What follows belongs to an exercise in optimizing a design on an open flow for small area and a short achievable clock period; a production flow would make more cautious choices. Only simulation tests tie the RTL to the original design; equivalence was not proved. Power is estimated from default activity; no workload was simulated.

## flow/standard.sh

```bash
#!/bin/bash
# synth_recipe.tcl (not shown) runs the flow's synth.tcl, then flattens the netlist and writes it again
# the make line also repeats each setting of config.mk as NAME=value (left out here)
make -C /OpenROAD-flow-scripts/flow DESIGN_CONFIG=/design/flow/config.mk WORK_HOME=/design/flow/orfs CLKGATE_MAP_FILE= SYNTH_SCRIPT=/design/flow/synth_recipe.tcl "${@:-finish}"
```

## flow/flow/run.sh

```bash
#!/bin/bash
# Standard ORFS layout with two netlist-level changes:
#  - after the standard synthesis, 2:1 muxes sharing a select are remapped
#    to a22o_1 cells plus one shared select inverter (flow/mux2a22o.py);
#  - port buffers are buf_1 instead of the cell buffer_ports picks by default.
set -euo pipefail
R=orfs/results/sky130hd/LU_cache/base
bash standard.sh synth > synth.log 2>&1
openroad -python -no_init -exit flow/mux2a22o.py $R/1_synth.odb $R/1_synth_a22o.odb > remap.log 2>&1
mv $R/1_synth_a22o.odb $R/1_synth.odb
bash standard.sh "BUFFER_PORTS_ARGS=-buffer_cell sky130_fd_sc_hd__buf_1" finish > layout.log 2>&1
```

## flow/flow/mux2a22o.py

```python
# Replace each 2:1 mux cell (mux2_*) whose select drives two or more muxes
# with an a22o_1 (X = S&A1 | Sn&A0), Sn coming from one shared inverter
# per select net.  Usage: openroad -python -no_init mux2a22o.py IN.odb OUT.odb
import sys
import odb

db = odb.dbDatabase.create()
odb.read_db(db, sys.argv[1])
block = db.getChip().getBlock()
a22o = db.findMaster("sky130_fd_sc_hd__a22o_1")
inv = db.findMaster("sky130_fd_sc_hd__inv_1")

groups = {}
for inst in block.getInsts():
    if inst.getMaster().getName().startswith("sky130_fd_sc_hd__mux2_"):
        s = inst.findITerm("S").getNet()
        groups.setdefault(s.getName(), (s, []))[1].append(inst)

n_mux = n_inv = 0
for name, (s, muxes) in groups.items():
    if len(muxes) < 2:
        continue
    sn = None
    for it in s.getITerms():
        m = it.getInst().getMaster().getName()
        if (m.startswith("sky130_fd_sc_hd__inv_") or m.startswith("sky130_fd_sc_hd__clkinv_")) \
                and it.getMTerm().getName() == "A":
            sn = it.getInst().findITerm("Y").getNet()
            break
    if sn is None:
        n_inv += 1
        sn = odb.dbNet.create(block, "mux_seln_%d" % n_inv)
        iv = odb.dbInst.create(block, inv, "mux_selinv_%d" % n_inv)
        iv.findITerm("A").connect(s)
        iv.findITerm("Y").connect(sn)
    for m in muxes:
        a0 = m.findITerm("A0").getNet()
        a1 = m.findITerm("A1").getNet()
        x = m.findITerm("X").getNet()
        nm = m.getName()
        odb.dbInst.destroy(m)
        n_mux += 1
        g = odb.dbInst.create(block, a22o, "a22o_%d" % n_mux)
        g.findITerm("A1").connect(s)
        g.findITerm("A2").connect(a1)
        g.findITerm("B1").connect(sn)
        g.findITerm("B2").connect(a0)
        g.findITerm("X").connect(x)

print("mux2a22o: replaced %d muxes, added %d inverters" % (n_mux, n_inv))
odb.write_db(db, sys.argv[2])
```

## flow/constraint.sdc

```tcl
create_clock -name core_clock -period 7.0 [get_ports {clk}]
set_input_delay 1.4000 -clock core_clock [delete_from_list [all_inputs] [get_ports {clk}]]
set_output_delay 1.4000 -clock core_clock [all_outputs]
set_load 0.01 [all_outputs]
```

## flow/design.v

```verilog
module prefix_or #(
    parameter N = 128,
    parameter L = 7     
)(
    input  [N - 1:0] in,
    output [N - 1:0] out
);
wire [(L + 1) * N - 1:0] lvl;
assign lvl[N - 1:0] = in;
genvar l, i;
generate
    for (l = 0; l < L; l = l + 1) begin : level
        for (i = 0; i < N; i = i + 1) begin : bitn
            if ((i >> l) & 1)
                assign lvl[(l + 1) * N + i] = lvl[l * N + i] | lvl[l * N + ((i >> l) << l) - 1];
            else
                assign lvl[(l + 1) * N + i] = lvl[l * N + i];
        end
    end
endgenerate
assign out = {lvl[L * N +: N - 1], 1'b0};
endmodule  
module LU_cache #(
    parameter CELL_SIZE = 8,
    parameter CELL_COUNT = 128,
    parameter CELL_ADDR_SIZE = 7
)
(
    input clk,
    input reset,
    input [CELL_SIZE - 1:0] data_in,
    input new_data,
    output [CELL_COUNT * CELL_SIZE - 1:0] data_out
);
reg  [CELL_COUNT * CELL_SIZE - 1:0] cells;
wire [CELL_COUNT - 1:0] eq;
wire [CELL_COUNT - 1:0] below;    
wire [CELL_COUNT * CELL_SIZE - 1:0] shifted = {cells[(CELL_COUNT - 1) * CELL_SIZE - 1:0], data_in};
assign data_out = cells;
genvar j;
generate
    for (j = 0; j < CELL_COUNT; j = j + 1) begin : cmp
        assign eq[j] = cells[j * CELL_SIZE +: CELL_SIZE] == data_in;
    end
endgenerate
prefix_or #(.N(CELL_COUNT), .L(CELL_ADDR_SIZE)) PO (.in(eq), .out(below));
generate
    for (j = 0; j < CELL_COUNT; j = j + 1) begin : cl
        always @(posedge clk or negedge reset) begin
            if (!reset) cells[j * CELL_SIZE +: CELL_SIZE] <= 0;
            else if (new_data && !below[j])
                cells[j * CELL_SIZE +: CELL_SIZE] <= shifted[j * CELL_SIZE +: CELL_SIZE];
        end
    end
endgenerate
endmodule  
```

## flow/config.mk

```make
export PLATFORM = sky130hd
export DESIGN_NAME = LU_cache
export DESIGN_NICKNAME = LU_cache
export VERILOG_FILES = /design/flow/design.v
export SDC_FILE = /design/flow/constraint.sdc
export NUM_CORES = 4
export LEC_CHECK = 0
export CAP_MARGIN = 20
export CORE_MARGIN = 2
export CORE_UTILIZATION = 55
export SETUP_SLACK_MARGIN = 3.5
export SLEW_MARGIN = 20
```

==> flow_summary.rst, run 1 <==
.. list-table::
   :header-rows: 1

   * - Metric
     - Value
   * - Run status
     - finished clean
   * - Proportion of power drawn by combinational gates
     - between 20% and 30%
   * - Cell at the root of the clock tree
     - sky130_fd_sc_hd__clkbuf_16
   * - Later-pin clock latency in the skew report
     - about 0.71 ns
   * - Setup total negative slack
     - 0 ns
   * - Total count of hold-check failures in the final report
     - 0
   * - Placer's final routability congestion estimate
     - 0.919
   * - Number of slew-limit violations in the final report
     - 0
   * - Synthesized netlist net count
     - about 4000
   * - Clock share of power
     - 32.3%
   * - Via count of the first global-routing pass
     - slightly above 40000
   * - Achievable clock frequency
     - between 0.2 and 0.3 GHz
   * - Clock slew seen by the registers of the worst setup and hold paths
     - 0.06 ns
   * - Die span in y
     - 305 um
   * - Period Utilization, post-route
     - 56.7%
   * - Internal power
     - ~12 mW
   * - Wire length after detailed routing
     - around 220000 um
   * - Count of input and output buffers
     - between 1000 and 1500
   * - Pre-CTS setup slack
     - between 1 and 1.5 ns
   * - Floorplan core area
     - approximately 0.09 sq mm
   * - H-tree levels
     - 3
   * - Worst EP required
     - approximately 7.6 ns
   * - Setup repair after global routing missed its margin
     - true
   * - Total DRC errors in the routed layout
     - 0
   * - Initial antenna violation count
     - 0
   * - Signal arrival time at the worst endpoint
     - about 4.6 ns
   * - Maximum buffer depth of the clock tree
     - 3
   * - Yosys synthesis warning count
     - 1
   * - Synthesized cell area
     - 0.0497 sq mm
   * - Detail Route Antenna Nets
     - 0
   * - Final Worst Setup Slack
     - 3.03 ns
   * - Count of antenna diodes in the layout
     - 0
   * - Via count
     - between 40000 and 50000
   * - Initial detailed-routing violation count
     - approximately 5300
   * - Remaining global-route overflow
     - 0
   * - I/O pin count
     - approximately 1000
   * - Layout Skew
     - between 0.02 and 0.03 ns
   * - PD cells
     - about 290 mW/mm^2
   * - GR Util All Layers
     - between 40% and 50%
   * - Crit Path Max Fanout
     - 12
   * - Leak
     - 29.3 nW
   * - Average size of a mapped cell
     - approximately 13 sq um
   * - Final core area utilization
     - about 72%
   * - Die span in x
     - ~300 um
   * - Most frequent standard cell in the layout excluding fill and tap cells
     - sky130_fd_sc_hd__buf_1
   * - Layout cell share with drive strength beyond 1
     - about 17%
   * - Biggest regs
     - cells x1024
   * - Number of optimization iterations in the first detailed-route pass
     - 7
   * - Setup Crit Path Kind
     - input pin to register
   * - Total of max-cap violations
     - 0
   * - Starting density of the core
     - 55.4%
   * - Commonest cells after routing, fill and taps aside
     - 1025 x sky130_fd_sc_hd__buf_1, 1024 x sky130_fd_sc_hd__dfrtp_1, 1019 x sky130_fd_sc_hd__a22o_1
   * - IR drop worst, VDD
     - between 0.2 and 0.3 mV
   * - Crit. End Element
     - register
   * - Number of flip-flops in the largest register
     - slightly above 1000
   * - Std-Cell Rows
     - 110
   * - Reported net switching power
     - about 6.5 mW
   * - CTS tree
     - yes
   * - DPL Wire Length
     - roughly 150000 um
   * - DR WL/cell
     - about 33 um
   * - CP Launch Type
     - input pin
   * - Largest net degree at the start of global routing
     - around 120
   * - Area Overhead vs Synth
     - 30.8%
   * - Class of the worst hold path
     - register to register
   * - Sinks on the clock net
     - around 1000
   * - Tmin final
     - between 3 and 4 ns
   * - Sequential Power Share
     - about two fifths
   * - Number of hold buffers added after cts
     - 0
   * - Average via count per standard cell
     - ~6.6
   * - Number of CTS-inserted buffers
     - 110
   * - Die area
     - about 0.093 sq mm
   * - Worst-Margin Slew
     - 1.14 ns
   * - First-pass GRT wire length
     - 308000 um
   * - Tightest slew margin relative to the limit
     - between 20% and 30%
   * - # nets final
     - ~5400
   * - Switching Fraction
     - a little over a third
   * - Largest Register
     - cells
   * - Post-synthesis instance total
     - around 4000
   * - Count of final setup violators
     - 0
## power by group through the flow
| stage | combinational (mW) | sequential [mW] | clock, mW |
|---|---|---|---|
| floorplan | 2.47 | 7.11 | 0 |
| global placement | 3.76 | 7.18 | 0 |
| detailed placement | 3.80 | 7.17 | 0 |
| CTS | 5.03 | 7.07 | 6.03 |
| global route | 5.81 | 7.14 | 6.27 |
| finish | 5.52 | 7.11 | 6.01 |
## layout make-up
cell class / instances / area (sq um)
sequential: 1024 / 25600
clock buffer: 161 / 3310
tap: 1176 / 1470
clock inverter: 38 / 409
timing repair buffer: 1404 / 8980
fill: 6482 / 24800
inverter: 129 / 763
multi-input combinational: 2715 / 24400
## worst max-delay path, cell delays in order
cell and delay [ns]:
sky130_fd_sc_hd__clkbuf_16 0.16, sky130_fd_sc_hd__buf_4 0.20, sky130_fd_sc_hd__buf_12 0.20, sky130_fd_sc_hd__xor2_1 0.15, sky130_fd_sc_hd__nor4_1 0.10, sky130_fd_sc_hd__a22o_1 0.27, sky130_fd_sc_hd__a211oi_2 0.22, sky130_fd_sc_hd__or4b_4 0.52
sky130_fd_sc_hd__nor4_4 0.25, sky130_fd_sc_hd__buf_6 0.16, sky130_fd_sc_hd__buf_12 0.12, sky130_fd_sc_hd__buf_12 0.12, sky130_fd_sc_hd__buf_16 0.17, sky130_fd_sc_hd__nand4bb_4 0.20, sky130_fd_sc_hd__a22o_1 0.29
## what timing repair did
item                       4_1_cts  5_1_grt
buffers inserted               183       62
pin swaps                       83       70
gates cloned                    80       21
setup endpoints to repair      992      870
resized for setup              412      112
## through the flow
stage | std cells | total power [mW] | hold WS, ns | instance area, sq um
3_5_place_dp | 6102 | 11.0 | 0.503 | 54800
2_1_floorplan | 3974 | 9.58 | 0.546 | 50200
4_1_cts | 6564 | 18.1 | 0.517 | 63600
5_1_grt | 6647 | 19.2 | 0.539 | 65000
6_report | 6647 | 18.6 | 0.519 | 65000
3_3_place_gp | 6102 | 10.9 | 0.494 | 54800
## path summary, 6_finish.rpt
path                             startpoint           to  slack, ns  cells after the start
worst max-delay path             data_in[2]   cells[578]       3.03                     15
worst min-delay path            cells[1018]  cells[1018]       0.52                      1
worst max register to register   cells[388]   cells[578]       3.52                     12
min in group asynchronous             reset  cells[1016]       0.75                      1
worst min register to register  cells[1018]  cells[1018]       0.52                      1
max in group asynchronous             reset   cells[164]       4.70                      3
## layer usage
metal  routed length (um)  GRT usage, %  vias to the layer above  share of wire, %
met5                    0             0                        -                 0
met4                18700          29.9                        0               8.6
li1                     -             -                    17891                 -
met3                21700          12.7                      708                10
met2               100000          70.9                     2656                46
met1                77400          54.7                    22327                35
==> inputs of run 2 (changes only) <==
--- a/flow/config.mk
+++ b/flow/config.mk
@@ -8,5 +8,5 @@
 export CAP_MARGIN = 20
 export CORE_MARGIN = 2
 export CORE_UTILIZATION = 55
-export SETUP_SLACK_MARGIN = 3.5
+export SETUP_SLACK_MARGIN = 2.5
 export SLEW_MARGIN = 20
==> run 2 against run 1 <==
Against the previous run: critical endpoint is now cells[884]; sequential share of layout area is 4.2 points higher; largest cell class unchanged; synthesized cell count stayed put; core utilization is 6.9 points lower; still clean on timing, DRC and antenna; sequential power hardly changed; die area stayed put; final cell count is 4.8% lower; highest routed layer unchanged; synthesized area stayed put; critical path type unchanged.
==> flow_summary.rst, run 2 <==
.. list-table::
   :header-rows: 1

   * - Metric
     - Value
   * - Crit Path Max Fanout
     - 34 (+22)
   * - PD cells
     - 286 mW/mm^2 (-0.50%)
   * - Remaining global-route overflow
     - 0 (unchanged)
   * - Clock slew seen by the registers of the worst setup and hold paths
     - 0.06 ns (about the same)
   * - Total stage count of the critical path
     - 12 (-3)
   * - Via count of the first global-routing pass
     - 38574 (-7.0%)
   * - Number of CTS-inserted buffers
     - 107 (-2.7%)
   * - GR Util All Layers
     - 41.3% (-3.8 points)
   * - Non-Filler Instances
     - 6328 (-4.8%)
   * - Worst-Margin Slew
     - 1.16 ns (+0.0211 ns)
   * - Longest individual stage delay on the worst path
     - 0.70 ns (+0.18 ns)
   * - Pre-CTS setup slack
     - 0.982 ns (-0.0986 ns)
   * - I/O pin count
     - 1035 (unchanged)
   * - CTS tree
     - yes
   * - Total DRC errors in the routed layout
     - 0 (unchanged)
   * - Sinks on the clock net
     - 1024 (unchanged)
   * - Cell at the root of the clock tree
     - sky130_fd_sc_hd__clkbuf_16
   * - Std-Cell Rows
     - 110 (unchanged)
   * - Largest net degree at the start of global routing
     - 165 (+34%)
   * - IR drop worst, VDD
     - 0.298 mV (+18%)
   * - Biggest regs
     - cells x1024
   * - Achievable clock frequency
     - 0.227 GHz (-9.7%)
   * - Highest metal layer with signal wires
     - met4
   * - CP Cell Sequence
     - clkbuf_16, buf_4, buf_6, xor2_1, nor4_1, a22oi_1, and3_1, and3_2, nand4_4, or4_4, inv_1, a22o_1
   * - Tightest slew margin relative to the limit
     - 22.4% (-1.4 points)
   * - Tmin final
     - 4.40 ns (+0.427 ns)
   * - Area Overhead vs Synth
     - 18.3%
   * - DPL Wire Length
     - 146000 um (+0.40%)
   * - CP Launch Type
     - input pin
   * - Setup total negative slack
     - 0 ns (unchanged)
   * - Yosys synthesis warning count
     - 1 (unchanged)
   * - Layout Skew
     - 0.0306 ns (+0.00373 ns)
   * - Final Worst Setup Slack
     - 2.60 ns (-0.427 ns)
   * - Setup Crit Path Kind
     - input pin to register
   * - Largest Register
     - cells
   * - Period Utilization, post-route
     - 62.8% (+6.1 points)
   * - Number of slew-limit violations in the final report
     - 0 (unchanged)
   * - Count of final setup violators
     - 0 (unchanged)
   * - Number of hold buffers added after cts
     - 0 (unchanged)
   * - Met3 wire length
     - 17700 um (-19%)
   * - H-tree levels
     - 3 (unchanged)
   * - Later-pin clock latency in the skew report
     - 0.71 ns (about the same)
   * - Number of optimization iterations in the first detailed-route pass
     - 5 (-2)
   * - Routed met2 length
     - 91700 um (-8.5%)
   * - Post-layout total power
     - 16.8 mW (-10%)
   * - Die span in y
     - 305 um (unchanged)
   * - Post-synthesis instance total
     - 3974 (unchanged)
   * - Wire length after detailed routing
     - 196000 um (-10%)
   * - Average via count per standard cell
     - 6.37 (-2.9%)
   * - Leak
     - 26.7 nW (-9.0%)
   * - First-pass GRT wire length
     - 283000 um (-8.0%)
   * - Maximum buffer depth of the clock tree
     - 3 (unchanged)
   * - Setup repair after global routing missed its margin
     - true
   * - Initial antenna violation count
     - 1 (+1)
   * - Synthesized netlist net count
     - 3985 (unchanged)
   * - Average size of a mapped cell
     - 12.5 sq um (unchanged)
   * - Total of max-cap violations
     - 0 (unchanged)
   * - Synthesized cell area
     - 0.0497 sq mm (unchanged)
   * - Run status
     - finished clean
   * - Worst EP required
     - 7.63 ns (+0.05 ns)
   * - DR WL/cell
     - 30.9 um (-5.7%)
   * - Count of input and output buffers
     - 1034 (unchanged)
   * - Starting density of the core
     - 55.4% (unchanged)
   * - Cell family contributing the most delay on the critical path
     - simple AND/OR/NAND/NOR gates
   * - Layout cell share with drive strength beyond 1
     - 8.70% (-8.6 points)
   * - Class of the worst hold path
     - register to register
   * - Detailed-route wire length on metal 1
     - 73300 um (-5.3%)
   * - Number of flip-flops in the largest register
     - 1024 (unchanged)
   * - Signal arrival time at the worst endpoint
     - 5.03 ns (+0.48 ns)
   * - Die area
     - 0.0927 sq mm (unchanged)
   * - Crit. End Element
     - register
   * - Number of buffer and inverter stages on the critical path
     - 4 (-3)
   * - Die span in x
     - 305 um (unchanged)
   * - Inst Count DP
     - 6112 (+0.16%)
   * - Most frequent standard cell in the layout excluding fill and tap cells
     - sky130_fd_sc_hd__buf_1
   * - Minimum hold slack
     - 0.514 ns (-0.00485 ns)
   * - Cell depth of the worst hold path
     - 1 (unchanged)
   * - Count of antenna diodes in the layout
     - 0 (unchanged)
   * - Standard cell with the maximum stage delay on the critical path
     - sky130_fd_sc_hd__or4_4
   * - Register-to-Register Path Depth
     - 11 (-1)
   * - Initial detailed-routing violation count
     - 3936 (-26%)
   * - Total count of hold-check failures in the final report
     - 0 (unchanged)
   * - Commonest cells after routing, fill and taps aside
     - 1025 x sky130_fd_sc_hd__buf_1, 1024 x sky130_fd_sc_hd__dfrtp_1, 1020 x sky130_fd_sc_hd__a22o_1
   * - Floorplan core area
     - 0.0897 sq mm (unchanged)
   * - Detail Route Antenna Nets
     - 0 (unchanged)
   * - Via count
     - 40291 (-7.6%)
   * - Placer's final routability congestion estimate
     - 0.935 (+1.8%)
   * - # nets final
     - 5081 (-5.8%)
## run 2: final timing paths
kind / to / from / slack (ns)
min: cells[1021] / cells[1021] / 0.51
min in group asynchronous: cells[1017] / reset / 0.79
max in group asynchronous: cells[209] / reset / 4.61
max: cells[884] / data_in[3] / 2.60
max reg2reg: cells[815] / cells[385] / 3.34
min reg2reg: cells[1021] / cells[1021] / 0.51
## run 2: layout make-up
cell class	count	area, sq um
Clock inverter	28	385
Inverter	129	563
Clock buffer	163	3160
Fill cell	7209	31000
Tap cell	1176	1470
Sequential cell	1024	25600
Timing Repair Buffer	1147	5190
Multi-Input combinational cell	2661	22400
## run 2: layer usage
| metal | up-vias | global-route usage (%) |
|---|---|---|
| li1 | 17033 | - |
| met1 | 20801 | 50.8 |
| met2 | 1964 | 65.5 |
| met3 | 493 | 11.9 |
| met4 | 0 | 23.4 |
| met5 | - | 0 |
## run 2: where the power goes
| group | leakage, nW | internal [mW] | switching (mW) |
|---|---|---|---|
| combinational | 10.7 | 1.33 | 2.51 |
| sequential | 14.2 | 6.35 | 0.786 |
| clock | 1.73 | 3.39 | 2.42 |
| total | 26.7 | 11.1 | 5.72 |
## run 2: worst reg2reg max path, stage by stage, from the launching register on
cell and delay (ns):
sky130_fd_sc_hd__dfrtp_1 0.48, sky130_fd_sc_hd__xor2_1 0.18, sky130_fd_sc_hd__nor4_1 0.08, sky130_fd_sc_hd__a22o_1 0.30
sky130_fd_sc_hd__or4_4 0.62, sky130_fd_sc_hd__or4b_4 0.55, sky130_fd_sc_hd__nor4_4 0.18, sky130_fd_sc_hd__buf_4 0.21
sky130_fd_sc_hd__buf_16 0.34, sky130_fd_sc_hd__nand4_4 0.28, sky130_fd_sc_hd__clkinvlp_4 0.24, sky130_fd_sc_hd__a22o_1 0.15
## run 2: metrics by stage
| stage | util, % | cell area [sq um] |
|---|---|---|
| 2_1_floorplan | - | 49700 |
| 3_3_place_gp | 60.7 | 54400 |
| 6_report | 65.5 | 58800 |
| 5_1_grt | 65.5 | 58800 |
| 4_1_cts | 65.1 | 58400 |
| 3_5_place_dp | 60.7 | 54400 |
## run 2: what timing repair did
action | in CTS | in global routing
endpoints found under the setup margin | 837 | 613
pin swaps | 7 | 6
resized for setup | 55 | 64
buffers inserted | 12 | 11
cloned | 2 | 0
hold endpoints to repair | 0 | 0

-- what the ideal ports hide --
Ports are ideal in the flow. The routed layouts listed here were re-timed in OpenROAD. Step 1 assumes that a clkbuf_16 drives the clock port and a buf_2 every other input. Step 2 moves the port delays by t, midway between the first and last clock arrival at a register: inputs arrive t later, outputs are due t later. That takes back most of the time a late clock gives input paths. Three values: ideal ports, drivers, drivers and shift; two values: the first two.
| run | t (ns) | setup slack, ns | worst hold slack (ns) | worst slew at a driven data input, ns | pins driven straight from the clock port |
|---|---|---|---|---|---|
| run 1 | 0.774 | 3.030 / 2.846 / 2.071 | 0.519 / 0.519 / 0.519 | 0.33 | 1 |
| run 2 | 0.772 | 2.603 / 2.623 / 1.851 | 0.514 / 0.514 / 0.514 | 0.07 | 1 |
After both steps every run listed still meets setup and hold. For run 1, which loses most, drivers alone change the setup slack by -0.184 ns; drivers and shift together by -0.959 ns.
